From an optimization exercise on the open Yosys and OpenROAD flow, aimed at small area, a short achievable clock period and few clock cycles; shortcuts taken in it are not production practice. The RTL was checked by simulation tests, not by an equivalence proof against the original design. Power is estimated from default activity; no workload was simulated.

== run A ==
## p18240_core
module p18240_core (
  input  logic        clock,
  input  logic        reset_L,
  output logic [15:0] mem_addr,
  output logic [15:0] mem_wdata,
  output logic        mem_re,
  output logic        mem_we,
  input  logic [15:0] mem_rdata,
  output logic        halted);
  function automatic logic [16:0] add16(input logic [15:0] a, input logic [15:0] b,
                                        input logic ci);
    logic [16:0] g, p, gn, pn;
    g[0] = ci;
    p[0] = 1'b0;
    for (int i = 0; i < 16; i++) begin
      g[i+1] = a[i] & b[i];
      p[i+1] = a[i] ^ b[i];
    end
    for (int d = 1; d < 17; d = d * 2) begin
      gn = g;
      pn = p;
      for (int j = d; j < 17; j++) begin
        gn[j] = g[j] | (p[j] & g[j-d]);
        pn[j] = p[j] & p[j-d];
      end
      g = gn;
      p = pn;
    end
    for (int i = 0; i < 16; i++)
      add16[i] = a[i] ^ b[i] ^ g[i];
    add16[16] = g[16];
  endfunction
  logic        st_f, st_fw, st_e1, st_e2;    
  logic        halt_q;
  logic [15:0] pc, pc_n, sp, sp_n, t, t_n;
  logic [3:0]  cc;                           
  logic [2:0]  off;                          
  logic        tog, tog_n;                   
  logic [2:0]  k, k_n;                       
  logic        pend, pend_n;                 
  logic        swreq, aligned, swap, rbk;
  logic        fetch, taken;
  typedef struct packed {
    logic [7:0] a, b;        
    logic [2:0] ai;          
    logic one;               
    logic br;                
    logic imm;               
    logic spimm;             
    logic addsp, ldr, str, push, pop, rtn, rtnw, jsr, jsrw, stop, ldsp;
    logic to_fw;             
    logic to_e2;             
    logic e2rd;              
    logic e2we;              
    logic wd_ra;             
    logic [2:0] cond;        
    logic wr_a;              
    logic wr_t;              
    logic cc_e1, cc_fw;      
  ...
clock: 10.0 ns
lec_check: 0
cap_margin: 20
core_margin: 2
core_utilization: 40
cts_cluster_diameter: 45
cts_cluster_size: 24
place_density: 0.6
setup_slack_margin: 5
slew_margin: 20
run.sh (not shown) runs the stock make flow with config.mk's settings and CLKGATE_MAP_FILE= SYNTH_SCRIPT=/design/flow/synth_recipe.tcl, a recipe that flattens the netlist after the stock synthesis.
Run A went all the way through the flow, and no timing, DRC or antenna check failed.
Testbench counts of run A, summed over its fixed seeds: cycles 26,823.
--- input diff run A..run B ---
# run A
export LEC_CHECK = 0
export CAP_MARGIN = 20
export CORE_MARGIN = 2
export CORE_UTILIZATION = 40
export CTS_CLUSTER_DIAMETER = 45
export CTS_CLUSTER_SIZE = 24
export PLACE_DENSITY = 0.6
export SETUP_SLACK_MARGIN = 5
export SLEW_MARGIN = 20
create_clock -name core_clock -period 10.0 [get_ports {clock}]
# run B
export LEC_CHECK = 0
export ABC_CLOCK_PERIOD_IN_PS = 4000
export CAP_MARGIN = 20
export CORE_MARGIN = 2
export CORE_UTILIZATION = 40
export PLACE_DENSITY = 0.6
export SETUP_SLACK_MARGIN = 5
export SLEW_MARGIN = 20
create_clock -name core_clock -period 10.0 [get_ports {clock}]
==> results.txt <==
- Going from run A to run B, sequential share of power grows by 2.5 points.
- Compared with run A, run B shows a lower maximum vdd drop.
- Die extent in y: run A vs run B identical
- Comparing run A with run B, the combinational power came out essentially unchanged.
- On net switching power figure, run B does better than run A.
- Diff run A -> run B: number of placed instances, taps included closely matched the old numbers, sum of routed wire length over all layers closely matched the old numbers.
### run B -> run C
# run B
export LEC_CHECK = 0
export ABC_CLOCK_PERIOD_IN_PS = 4000
export CAP_MARGIN = 20
export CORE_MARGIN = 2
export CORE_UTILIZATION = 40
export PLACE_DENSITY = 0.6
export SETUP_SLACK_MARGIN = 5
export SLEW_MARGIN = 20
create_clock -name core_clock -period 10.0 [get_ports {clock}]
# run C
export LEC_CHECK = 0
export ABC_CLOCK_PERIOD_IN_PS = 4000
export CAP_MARGIN = 20
export CORE_MARGIN = 2
export CORE_UTILIZATION = 40
export PLACE_DENSITY = 0.6
export SLEW_MARGIN = 20
create_clock -name core_clock -period 10.0 [get_ports {clock}]
==> flow/flow/run.sh (new file) <==
#!/bin/bash
set -euo pipefail
bash standard.sh SETUP_SLACK_MARGIN=5.7 finish > standard.log 2>&1
==> flow/standard.sh (new file) <==
#!/bin/bash
# synth_recipe.tcl (not shown) runs the flow's synth.tcl, then flattens the netlist and writes it again
# the make line also repeats each setting of config.mk as NAME=value (left out here)
make -C /OpenROAD-flow-scripts/flow DESIGN_CONFIG=/design/flow/config.mk WORK_HOME=/design/flow/orfs CLKGATE_MAP_FILE= SYNTH_SCRIPT=/design/flow/synth_recipe.tcl "${@:-finish}"
removed: flow/run.sh
Findings:
- No run among run B and run C stopped early or left any final violation; all are clean.
- A end point of the critical path of mem_addr[15] is what run C shows, while mem_addr[10] belongs to run B.
- Any difference in smallest hold slack between run C and run B is small enough to ignore.
- Looking at beginning of the critical path, the asel[3] result is from run C; the asel[2] one comes from run B.
- Comparing setup slack on the worst flop-to-flop path for run B and run C, the bigger number came from run C.
- Between run B and run C, the difference in power after layout is negligible.
- The faster design of the two is run C; run B tops out lower.
- In run C, the global-route total usage across every layer came out 0.69 points above the value in run B.
- Diff run C..run B | area fraction in compound gates after synthesis | negligible
- The share of final layout cell area taken by clock buffers and inverters of run C falls short of that of run B by 0.24 points.
- Between run B and run C, the fraction of power spent switching nets does not differ in any meaningful way.
Input changes introduced in run D (baseline for comparison: run C):
# run C
export LEC_CHECK = 0
export ABC_CLOCK_PERIOD_IN_PS = 4000
export CAP_MARGIN = 20
export CORE_MARGIN = 2
export CORE_UTILIZATION = 40
export PLACE_DENSITY = 0.6
export SLEW_MARGIN = 20
create_clock -name core_clock -period 10.0 [get_ports {clock}]
# run D
export LEC_CHECK = 0
export CAP_MARGIN = 20
export CORE_MARGIN = 2
export CORE_UTILIZATION = 40
export CTS_CLUSTER_DIAMETER = 60
export CTS_CLUSTER_SIZE = 30
export PLACE_DENSITY = 0.6
export SETUP_SLACK_MARGIN = 5
export SLEW_MARGIN = 20
create_clock -name core_clock -period 10.0 [get_ports {clock}]
==> flow/run.sh (new file) <==
#!/bin/bash
# synth_recipe.tcl (not shown) runs the flow's synth.tcl, then flattens the netlist and writes it again
# the make line also repeats each setting of config.mk as NAME=value (left out here)
make -C /OpenROAD-flow-scripts/flow DESIGN_CONFIG=/design/flow/config.mk WORK_HOME=/design/flow/orfs CLKGATE_MAP_FILE= SYNTH_SCRIPT=/design/flow/synth_recipe.tcl finish
removed: flow/flow/run.sh
removed: flow/standard.sh
--- outcome ---
- Clock-buffer cell count in run D is 46 below run C.
- Between run C and run D, the max-slew violation total from the final report figures differ only marginally.
- Re flip-flop and latch count: no difference whatsoever between run C and run D.
- Run D packs its core more loosely than run C.
- Relative to run C, run D degrades worst max-slew margin expressed relative to the limit.
- Power in sequential cells delta (run C -> run D): insignificant
- Fmax: run D below run C
- In the flow results for run D and run C, the total power is larger on run C.
- Per the comparison of run D with run C, clock power has decreased, wire length down about 3.3%.

==> separate check: timing with driven ports <==
The flow's constraints put no driver on any port. The routed layouts listed below were extracted and timed again, unchanged, in two steps. Step 1 sets driving cells, clkbuf_16 on the clock port and buf_2 on the other inputs (assumed; they add their load-dependent delay and slew). Step 2 moves the port delays by t, midway between the first and last clock arrival at a register: inputs arrive t later, outputs are due t later. That takes back most of the time a late clock gives input paths. Slacks: ideal / step 1 / step 2; pairs: ideal / step 1.
run | shift t [ns] | slack for setup (ns) | latest minus earliest clock arrival (ns) | slew at the worst register clock pin (ns)
run A | 0.695 | 4.965 / 4.895 / 4.598 | 0.062 / 0.061 | 0.08 / 0.08
run B | 0.685 | 4.945 / 4.874 / 4.627 | 0.060 / 0.060 | 0.07 / 0.07
run C | 0.686 | 5.081 / 5.009 / 5.117 | 0.059 / 0.060 | 0.07 / 0.07
run D | 0.682 | 4.905 / 4.837 / 4.576 | 0.056 / 0.056 | 0.11 / 0.11
After both steps every run listed still meets setup and hold. The setup slack of run A, which loses most, moves by -0.070 ns with the drivers and by -0.367 ns with both steps.
